This design comes from an exercise in tuning for a short achievable clock period and low power on the open sky130 flow, not from production work. Function was checked by simulation only, so behaviour that the tests miss may differ from the original. The flow treats the clock pin as an ideal source, which a real chip does not have. No activity file was given, so power comes from the tool's default toggle rates.

Setup of run 1:
==> flow/design.v (excerpt) <==
module macs_axi4s #(
    parameter NUM_MACS = 8
) (
    input reset,
    input clk,
    input wire s_axis_tvalid,
    output reg s_axis_tready,
    input wire [127:0] s_axis_tdata,    
    output wire [127:0] m_axis_tdata,   
    output reg m_axis_tvalid,
    input wire m_axis_tready,
    input wire [15:0] s_axis_tkeep,
    output wire [15:0] m_axis_tkeep,
    input wire s_axis_tlast,
    output reg m_axis_tlast
);
    assign m_axis_tkeep = 16'hffff;
    always @(posedge clk) begin
        m_axis_tlast <= s_axis_tlast;
        if (!reset) begin
            s_axis_tready <= 1'b0;
            m_axis_tvalid <= 1'b0;
        end else begin
            s_axis_tready <= m_axis_tready;
            m_axis_tvalid <= s_axis_tvalid;
        end
    end
    genvar i;
    generate
        for (i = 0; i < NUM_MACS; i = i + 1) begin : lane
            mac_axi4s mac_i (
                .clk(clk), .reset(reset),
                .s_axis_tvalid(s_axis_tvalid), .m_axis_tready(m_axis_tready),
                .data(s_axis_tdata[16*i +: 8]), .weight(s_axis_tdata[16*i+8 +: 8]),
                .acc(m_axis_tdata[16*i +: 16]));
        end
    endgenerate
endmodule
Size: about 130 flip-flops.
export LEC_CHECK = 0
export CAP_MARGIN = 20
export CORE_MARGIN = 2
export CORE_UTILIZATION = 40
export CTS_BUF_LIST = sky130_fd_sc_hd__clkbuf_4 sky130_fd_sc_hd__clkbuf_8
export SETUP_SLACK_MARGIN = 0.5
export SLEW_MARGIN = 20
export SYNTH_HIERARCHICAL = 1
create_clock -name core_clock -period 5.0 [get_ports {clk}]
standard.sh (not shown) runs the stock make flow with config.mk's settings and CLKGATE_MAP_FILE= SYNTH_SCRIPT=/design/flow/synth_recipe.tcl, a recipe that flattens the netlist after the stock synthesis.
==> flow/flow/run.sh <==
#!/bin/bash
# Own layout flow: the standard flow, run in two parts.
#  1. the standard synthesis, unchanged;
#  2. the rest of the standard flow, with clock tree synthesis told not to add dummy
#     load cells (they only balance the tree and burn clock power), plus any extra ORFS
#     make variables listed one per line in flow/extra_vars.txt.
# Each part's full output goes to its own log file in the work folder.
set -euo pipefail
bash standard.sh synth > flow_synth.log 2>&1
CTS="-sink_clustering_enable -repair_clock_nets -dont_use_dummy_load"
CTS="$CTS -buf_list {sky130_fd_sc_hd__clkbuf_4 sky130_fd_sc_hd__clkbuf_8}"
EXTRA=()
if [[ -f flow/extra_vars.txt ]]; then
  mapfile -t EXTRA < <(grep -v '^#' flow/extra_vars.txt | grep . || true)
fi
bash standard.sh "CTS_ARGS=$CTS" "${EXTRA[@]}" finish > flow_layout.log 2>&1
Run 1 completed; timing, DRC and antenna clean
The following lists how run 2 was set up differently from run 1:
==> flow/run.sh (new file) <==
#!/bin/bash
# synth_recipe.tcl (not shown) runs the flow's synth.tcl, then flattens the netlist and writes it again
# the make line also repeats each setting of config.mk as NAME=value (left out here)
make -C /OpenROAD-flow-scripts/flow DESIGN_CONFIG=/design/flow/config.mk WORK_HOME=/design/flow/orfs CLKGATE_MAP_FILE= SYNTH_SCRIPT=/design/flow/synth_recipe.tcl finish
removed: flow/flow/run.sh
removed: flow/standard.sh
Notes after the runs:
When run 2 is set beside run 1, its setup slack turns out to be 0.021 ns larger.
Run 2 vs. run 1: worst slew margin relative to its limit went up by 0.69 points.
Part of the power in the clock network (run 2 over run 1): increase, 8.1 points
Compare run 2 and run 1 | wire length of the first global-routing pass lower: run 1
#### Input delta (run 3 over run 2)
==> flow/flow/run.sh (new file) <==
#!/bin/bash
# Own layout flow: the standard flow, run in two parts.
#  1. the standard synthesis, unchanged;
#  2. the rest of the standard flow, with clock tree synthesis told not to add dummy
#     load cells (they only balance the tree and burn clock power).
# Each part's full output goes to its own log file in the work folder.
set -euo pipefail
bash standard.sh synth > flow_synth.log 2>&1
CTS="-sink_clustering_enable -repair_clock_nets -dont_use_dummy_load"
CTS="$CTS -buf_list {sky130_fd_sc_hd__clkbuf_4 sky130_fd_sc_hd__clkbuf_8}"
bash standard.sh "CTS_ARGS=$CTS" finish > flow_layout.log 2>&1
==> flow/standard.sh (new file) <==
#!/bin/bash
# synth_recipe.tcl (not shown) runs the flow's synth.tcl, then flattens the netlist and writes it again
# the make line also repeats each setting of config.mk as NAME=value (left out here)
make -C /OpenROAD-flow-scripts/flow DESIGN_CONFIG=/design/flow/config.mk WORK_HOME=/design/flow/orfs CLKGATE_MAP_FILE= SYNTH_SCRIPT=/design/flow/synth_recipe.tcl "${@:-finish}"
removed: flow/run.sh
Findings:
Every stage of the flow completed for run 3, and the final layout passed the timing, DRC and antenna checks. Diff run 2 -> run 3: sequential group share of total power went up 4.5 points; relative contribution of combinational cells to total power went up; power after layout fell 11%; power dissipated in the clock network now sits lower; final-layout non-clock buffer area share went up. Cmp run 3 and run 2 / wire length / higher: run 3. Number of ports placed on the die boundary: run 3 vs run 2 identical. On part of the power in the clock network: run 3 sits below run 2. Run 3 vs run 2, cell area went down by 1.1%.

---

macs_axi4s, a different RTL version from the one above (not shown whole).
For scale: about 2,800 cells after synthesis, ~140 flip-flops, ~25,000 um^2 of cells after synthesis.
## macs_axi4s
module macs_axi4s #(
    parameter NUM_MACS = 8
) (
    input reset,
    input clk,
    input wire s_axis_tvalid,
    output reg s_axis_tready,
    input wire [127:0] s_axis_tdata,    
    output wire [127:0] m_axis_tdata,   
    output reg m_axis_tvalid,
    input wire m_axis_tready,
    input wire [15:0] s_axis_tkeep,
    output wire [15:0] m_axis_tkeep,
    input wire s_axis_tlast,
    output reg m_axis_tlast
);
export LEC_CHECK = 0
export CAP_MARGIN = 0
export CORE_MARGIN = 2
export CORE_UTILIZATION = 40
export CTS_BUF_LIST = sky130_fd_sc_hd__clkbuf_4 sky130_fd_sc_hd__clkbuf_8
export SETUP_SLACK_MARGIN = 0.1
export SLEW_MARGIN = 0
export SYNTH_HIERARCHICAL = 1
create_clock -name core_clock -period 5.0 [get_ports {clk}]
==> flow/flow/run.sh <==
#!/bin/bash
# Own layout flow: the standard flow, run in two parts.
#  1. the standard synthesis, unchanged;
#  2. the rest of the standard flow, with clock tree synthesis told not to add dummy
#     load cells (they only balance the tree and burn clock power), plus any extra ORFS
#     make variables listed one per line in flow/extra_vars.txt.
# Each part's full output goes to its own log file in the work folder.
set -euo pipefail
bash standard.sh synth > flow_synth.log 2>&1
CTS="-sink_clustering_enable -repair_clock_nets -dont_use_dummy_load"
CTS="$CTS -buf_list {sky130_fd_sc_hd__clkbuf_4 sky130_fd_sc_hd__clkbuf_8}"
EXTRA=()
if [[ -f flow/extra_vars.txt ]]; then
  mapfile -t EXTRA < <(grep -v '^#' flow/extra_vars.txt | grep . || true)
fi
bash standard.sh "CTS_ARGS=$CTS" "${EXTRA[@]}" finish > flow_layout.log 2>&1
==> flow/flow/extra_vars.txt <==
RECOVER_POWER=100
The first run completed with no timing, DRC or antenna violations.
Change:
- GPL_ROUTABILITY_DRIVEN: unset -> 0
- GPL_TIMING_DRIVEN: unset -> 0
- PLACE_DENSITY: unset -> 0.85
Outcome: Sequential cell count stays the same. Core utilization came out lower by 2.2 points. Total power decreases by 3.5%. Non-clock buffer count is lower by 158. Routed wire length came out lower by 9.2%. Clock-buffer cell count is unchanged.

---

macs_axi4s again, from the RTL that the note above started with.
Settings: LEC_CHECK=0, CAP_MARGIN=0, CORE_MARGIN=2, CORE_UTILIZATION=40, CTS_BUF_LIST=sky130_fd_sc_hd__clkbuf_4 sky130_fd_sc_hd__clkbuf_8, GPL_ROUTABILITY_DRIVEN=0, GPL_TIMING_DRIVEN=0, SETUP_SLACK_MARGIN=0.1, SLEW_MARGIN=0, SYNTH_HIERARCHICAL=1; clock period 5.0 ns.
==> flow/flow/run.sh <==
#!/bin/bash
# Own layout flow: the standard flow, run in two parts.
#  1. the standard synthesis, unchanged;
#  2. the rest of the standard flow, with the clock tree built by flow/pre_cts.tcl
#     (sourced by ORFS before its CTS step, which it then leaves alone), plus any extra
#     ORFS make variables listed one per line in flow/extra_vars.txt.
# Each part's full output goes to its own log file in the work folder.
set -euo pipefail
bash standard.sh synth > flow_synth.log 2>&1
CTS="-sink_clustering_enable -repair_clock_nets -dont_use_dummy_load"
CTS="$CTS -buf_list {sky130_fd_sc_hd__clkbuf_4 sky130_fd_sc_hd__clkbuf_8}"
EXTRA=()
if [[ -f flow/extra_vars.txt ]]; then
  mapfile -t EXTRA < <(grep -v '^#' flow/extra_vars.txt | grep . || true)
fi
bash standard.sh "CTS_ARGS=$CTS" "PRE_CTS_TCL=$(pwd)/flow/pre_cts.tcl" "${EXTRA[@]}" finish > flow_layout.log 2>&1
Scripts as last shown in full above: flow/flow/extra_vars.txt
Other scripts of this flow, unchanged in this note and not shown: flow/flow/pre_cts.tcl
The starting point finished with timing, DRC and antenna clean.
Change:
==> flow/flow/extra_vars.txt (replaced) <==
RECOVER_POWER=100
BUFFER_PORTS_ARGS=-buffer_cell sky130_fd_sc_hd__buf_1
Total power came out lower by about 3.4%.
Synthesized cell count stays the same.
Hold slack degrades by 0.0090 ns.
Global-route usage came out lower by 0.86 points.
Wire length came out lower by 4.1%.
Die area does not change.
Fmax barely changes.
First-iteration DRC count came out higher by about 12%.
Combinational power came out lower by about 17%.
Final cell count barely changes.
Design area came out lower by 6.4%.

---

The RTL this note starts from:
==> flow/design.v <==
`timescale 1ns / 1ps
module mac_axi4s (
    input clk, input reset, input en,
    input [7:0] data, input [7:0] weight,
    output reg [15:0] acc
);
    wire [7:0] d = data & {8{en}};
    wire [7:0] w = weight & {8{en}};
    always @(posedge clk)
        if (!reset) acc <= 16'd0;
        else if (en) acc <= acc + d * w;
endmodule
`timescale 1ns / 1ps
module macs_axi4s #(
    parameter NUM_MACS = 8
) (
    input reset,
    input clk,
    input wire s_axis_tvalid,
    output reg s_axis_tready,
    input wire [127:0] s_axis_tdata,
    output wire [127:0] m_axis_tdata,
    output reg m_axis_tvalid,
    input wire m_axis_tready,
    input wire [15:0] s_axis_tkeep,
    output wire [15:0] m_axis_tkeep,
    input wire s_axis_tlast,
    output reg m_axis_tlast
);
    assign m_axis_tkeep = 16'hffff;
    always @(posedge clk) begin
        m_axis_tlast <= s_axis_tlast;
        if (!reset) begin
            s_axis_tready <= 1'b0;
            m_axis_tvalid <= 1'b0;
        end else begin
            s_axis_tready <= m_axis_tready;
            m_axis_tvalid <= s_axis_tvalid;
        end
    end
    wire en = s_axis_tvalid & m_axis_tready & reset;
    genvar i;
    generate
        for (i = 0; i < NUM_MACS; i = i + 1) begin : lane
            mac_axi4s mac_i (.clk(clk), .reset(reset), .en(en),
                .data(s_axis_tdata[16*i +: 8]), .weight(s_axis_tdata[16*i+8 +: 8]),
                .acc(m_axis_tdata[16*i +: 16]));
        end
    endgenerate
endmodule
clock: 5.0 ns
lec_check: 0
cap_margin: 20
core_margin: 2
core_utilization: 65
cts_buf_list: sky130_fd_sc_hd__clkbuf_4 sky130_fd_sc_hd__clkbuf_8
cts_cluster_diameter: 100
cts_cluster_size: 30
place_density: 0.75
setup_slack_margin: 0.3
slew_margin: 20
run.sh (not shown) runs the stock make flow with config.mk's settings and CLKGATE_MAP_FILE= SYNTH_SCRIPT=/design/flow/synth_recipe.tcl, a recipe that flattens the netlist after the stock synthesis.
Stock flow here: none of the scripts above is used.
The baseline finished with negative setup slack left.
Next try:
Settings changed: CORE_UTILIZATION 65 to 40, PLACE_DENSITY 0.75 to default.
After rerunning:
- The new run reached the layout checks and failed them: negative setup slack
- routed wire length fell by a quarter to a third
- non-clock buffer count fell by 68
- setup slack gains 0.30 ns
- sequential cell count stays the same
- area after synthesis is unchanged
Next try:
Settings changed: CTS_BUF_LIST sky130_fd_sc_hd__clkbuf_4 sky130_fd_sc_hd__clkbuf_8 to default, CTS_CLUSTER_DIAMETER 100 to default, CTS_CLUSTER_SIZE 30 to default, SETUP_SLACK_MARGIN 0.3 to default.
=> The new run completed and failed the layout checks on negative setup slack. Power increases by 8.5%. Cell area came out higher by 0.68%. Setup slack got worse by 0.10 ns. Non-clock buffer count rises by 15. Clock-buffer cell count came out higher by 2. Core utilization rose by 0.37 points.

---

run A:
RTL: one of the versions met above, not the one the previous note started from.
For scale: about 2,800 cells after synthesis, ~140 flip-flops, ~300 I/O pins, roughly 25,000 um2 of cells after synthesis.
export LEC_CHECK = 0
export CAP_MARGIN = 0
export CORE_MARGIN = 2
export CORE_UTILIZATION = 40
export CTS_BUF_LIST = sky130_fd_sc_hd__clkbuf_4 sky130_fd_sc_hd__clkbuf_8
export GPL_ROUTABILITY_DRIVEN = 0
export GPL_TIMING_DRIVEN = 0
export SETUP_SLACK_MARGIN = 0.1
export SLEW_MARGIN = 0
export SYNTH_HIERARCHICAL = 1
create_clock -name core_clock -period 5.0 [get_ports {clk}]
standard.sh (not shown) runs the stock make flow with config.mk's settings and CLKGATE_MAP_FILE= SYNTH_SCRIPT=/design/flow/synth_recipe.tcl, a recipe that flattens the netlist after the stock synthesis.
==> flow/flow/run.sh <==
#!/bin/bash
# Own layout flow: the standard flow, run in two parts.
#  1. the standard synthesis, unchanged;
#  2. the rest of the standard flow, with clock tree synthesis told not to add dummy
#     load cells (they only balance the tree and burn clock power), plus any extra ORFS
#     make variables listed one per line in flow/extra_vars.txt.
# Each part's full output goes to its own log file in the work folder.
set -euo pipefail
bash standard.sh synth > flow_synth.log 2>&1
CTS="-sink_clustering_enable -repair_clock_nets -dont_use_dummy_load"
CTS="$CTS -buf_list {sky130_fd_sc_hd__clkbuf_4 sky130_fd_sc_hd__clkbuf_8}"
EXTRA=()
if [[ -f flow/extra_vars.txt ]]; then
  mapfile -t EXTRA < <(grep -v '^#' flow/extra_vars.txt | grep . || true)
fi
bash standard.sh "CTS_ARGS=$CTS" "${EXTRA[@]}" finish > flow_layout.log 2>&1
==> flow/flow/extra_vars.txt <==
RECOVER_POWER=100
[inputs] run B vs run A
# run A
export LEC_CHECK = 0
export CAP_MARGIN = 0
export CORE_MARGIN = 2
export CORE_UTILIZATION = 40
export CTS_BUF_LIST = sky130_fd_sc_hd__clkbuf_4 sky130_fd_sc_hd__clkbuf_8
export GPL_ROUTABILITY_DRIVEN = 0
export GPL_TIMING_DRIVEN = 0
export SETUP_SLACK_MARGIN = 0.1
export SLEW_MARGIN = 0
export SYNTH_HIERARCHICAL = 1
create_clock -name core_clock -period 5.0 [get_ports {clk}]
# run B
export LEC_CHECK = 0
export CAP_MARGIN = 0
export CORE_MARGIN = 2
export CORE_UTILIZATION = 40
export CTS_BUF_LIST = sky130_fd_sc_hd__clkbuf_4 sky130_fd_sc_hd__clkbuf_8
export PLACE_DENSITY = 0.8
export SETUP_SLACK_MARGIN = 1.0
export SLEW_MARGIN = 0
export SYNTH_HIERARCHICAL = 1
create_clock -name core_clock -period 5.0 [get_ports {clk}]
Results
- Comparing run A with run B, the clock transition time at the flip-flop clock pins of the worst setup and hold paths came out essentially unchanged.
- From run A to run B the numbers moved as follows: via count increased about 8%; post-detailed-routing wire length increased about 9%.
What run C does differently from run B at the input level:
# run B
export LEC_CHECK = 0
export CAP_MARGIN = 0
export CORE_MARGIN = 2
export CORE_UTILIZATION = 40
export CTS_BUF_LIST = sky130_fd_sc_hd__clkbuf_4 sky130_fd_sc_hd__clkbuf_8
export PLACE_DENSITY = 0.8
export SETUP_SLACK_MARGIN = 1.0
export SLEW_MARGIN = 0
export SYNTH_HIERARCHICAL = 1
create_clock -name core_clock -period 5.0 [get_ports {clk}]
# run C
export LEC_CHECK = 0
export CAP_MARGIN = 5
export CORE_MARGIN = 2
export CORE_UTILIZATION = 50
export CTS_BUF_LIST = sky130_fd_sc_hd__clkbuf_4 sky130_fd_sc_hd__clkbuf_8
export GPL_ROUTABILITY_DRIVEN = 0
export GPL_TIMING_DRIVEN = 0
export SETUP_SLACK_MARGIN = 0.1
export SLEW_MARGIN = 5
export SYNTH_HIERARCHICAL = 1
create_clock -name core_clock -period 5.0 [get_ports {clk}]
Compared with run B, run C shows a wire length after detailed routing that is 7000 um lower. Having completed the whole flow, run C delivered a layout that passed the timing, DRC and antenna checks. Between run B and run C, the setup slack does not differ in any meaningful way. Re depth of the critical timing path with buffers and inverters included: run B was higher than run C. Relative to run B, the sequential share of layout area of run C is higher by 1.0 points. Re portion of total power attributed to sequential cells: run B was lower than run C. The hold slack was comparable across run B and run C.
For run D, these inputs were changed with respect to run C:
# run C
export LEC_CHECK = 0
export CAP_MARGIN = 5
export CORE_MARGIN = 2
export CORE_UTILIZATION = 50
export CTS_BUF_LIST = sky130_fd_sc_hd__clkbuf_4 sky130_fd_sc_hd__clkbuf_8
export GPL_ROUTABILITY_DRIVEN = 0
export GPL_TIMING_DRIVEN = 0
export SETUP_SLACK_MARGIN = 0.1
export SLEW_MARGIN = 5
export SYNTH_HIERARCHICAL = 1
create_clock -name core_clock -period 5.0 [get_ports {clk}]
# run D
export LEC_CHECK = 0
export CAP_MARGIN = 0
export CORE_MARGIN = 2
export CORE_UTILIZATION = 40
export CTS_BUF_LIST = sky130_fd_sc_hd__clkbuf_4 sky130_fd_sc_hd__clkbuf_8
export SETUP_SLACK_MARGIN = 1.0
export SLEW_MARGIN = 0
export SYNTH_HIERARCHICAL = 1
create_clock -name core_clock -period 5.0 [get_ports {clk}]
==> comparison <==
[run D] synthesis-to-layout area growth rose 13 points relative to run C
NOTE routed wire length run C->run D increased by more than 10%
Internal cell power on run D is up relative to run C.
When the final numbers for run C and run D were put side by side, the maximum net fanout on the critical path turned out to be greater in run C.
Inputs modified between run D and run E:
# run D
export LEC_CHECK = 0
export CAP_MARGIN = 0
export CORE_MARGIN = 2
export CORE_UTILIZATION = 40
export CTS_BUF_LIST = sky130_fd_sc_hd__clkbuf_4 sky130_fd_sc_hd__clkbuf_8
export SETUP_SLACK_MARGIN = 1.0
export SLEW_MARGIN = 0
export SYNTH_HIERARCHICAL = 1
create_clock -name core_clock -period 5.0 [get_ports {clk}]
# run E
export LEC_CHECK = 0
export CAP_MARGIN = 0
export CORE_MARGIN = 2
export CORE_UTILIZATION = 55
export CTS_BUF_LIST = sky130_fd_sc_hd__clkbuf_4 sky130_fd_sc_hd__clkbuf_8
export PLACE_DENSITY = 0.75
export SETUP_SLACK_MARGIN = 1.0
export SLEW_MARGIN = 0
export SYNTH_HIERARCHICAL = 1
create_clock -name core_clock -period 5.0 [get_ports {clk}]
==> run summary <==
Clock skew ends up lower on run E. Compare run E and run D | period utilization higher: run D. In run E the implementation ran to completion but is not tape-out ready, as the final checks report max-capacitance violations, max-slew violations. Changes observed in run E relative to run D: total power shows an increase of about 0.9%, clock buffer and inverter area fraction after layout about even, clock transition time at the flip-flop clock pins of the worst setup and hold paths now sits lower, die area went down. Number of non-filler instances in the completed layout went down by a few percent going from run D to run E. [run E] non-clock buffer count fell 2.5% relative to run D. Any difference in share of cell area taken by flip-flops and latches between run D and run E is small enough to ignore. Between run D and run E, clock group share of total power decreased.

## what the ideal ports hide
How much do the figures lean on ideal ports? The routed layouts below were timed once more, with nothing changed but the port constraints.
Step 1, drivers: a clkbuf_16 drives clk and a buf_2 each remaining input, both assumed.
Step 2 moves the port delays by t, midway between the first and last clock arrival at a register: inputs arrive t later, outputs are due t later. That takes back most of the time a late clock gives input paths.
Three values: ideal, step 1, step 2; two values: the first two.
run | t (ns) | setup slack, ns | hold WS [ns] | latest minus earliest clock arrival (ns)
run 1 | 0.588 | 0.120 / -0.028 / -0.616 | 0.469 / 0.469 / 0.469 | 0.036 / 0.036
run 2 | 0.603 | 0.141 / -0.008 / -0.611 | 0.471 / 0.471 / 0.471 | 0.026 / 0.026
run 3 | 0.588 | 0.120 / -0.028 / -0.616 | 0.469 / 0.469 / 0.469 | 0.036 / 0.036
the first run of note 2 | 0.593 | 0.152 / 0.151 / -0.442 | 0.475 / 0.475 / 0.475 | 0.026 / 0.026
the second run of note 2 | 0.596 | 0.133 / 0.122 / -0.474 | 0.480 / 0.480 / 0.480 | 0.032 / 0.032
the first run of note 3 | 0.536 | 0.099 / 0.069 / -0.467 | 0.491 / 0.491 / 0.491 | 0.059 / 0.058
the second run of note 3 | 0.553 | 0.090 / 0.056 / -0.498 | 0.481 / 0.481 / 0.481 | 0.121 / 0.121
the first run of note 4 | 0.643 | -0.338 / -0.402 / -1.045 | 0.490 / 0.490 / 0.490 | 0.028 / 0.027
the second run of note 4 | 0.608 | -0.038 / -0.017 / -0.625 | 0.467 / 0.467 / 0.467 | 0.021 / 0.020
the third run of note 4 | 0.546 | -0.140 / -0.117 / -0.663 | 0.476 / 0.476 / 0.476 | 0.018 / 0.018
run A | 0.601 | 0.146 / 0.164 / -0.436 | 0.489 / 0.489 / 0.489 | 0.033 / 0.033
run B | 0.591 | 0.147 / 0.121 / -0.470 | 0.474 / 0.474 / 0.474 | 0.029 / 0.028
run C | 0.593 | 0.148 / 0.167 / -0.425 | 0.473 / 0.473 / 0.473 | 0.027 / 0.027
run D | 0.607 | 0.099 / 0.120 / -0.487 | 0.486 / 0.486 / 0.486 | 0.040 / 0.040
run E | 0.594 | 0.153 / 0.157 / -0.437 | 0.475 / 0.475 / 0.475 | 0.028 / 0.028
For run 2, which loses most, drivers alone change the setup slack by -0.149 ns; drivers and shift together by -0.752 ns.
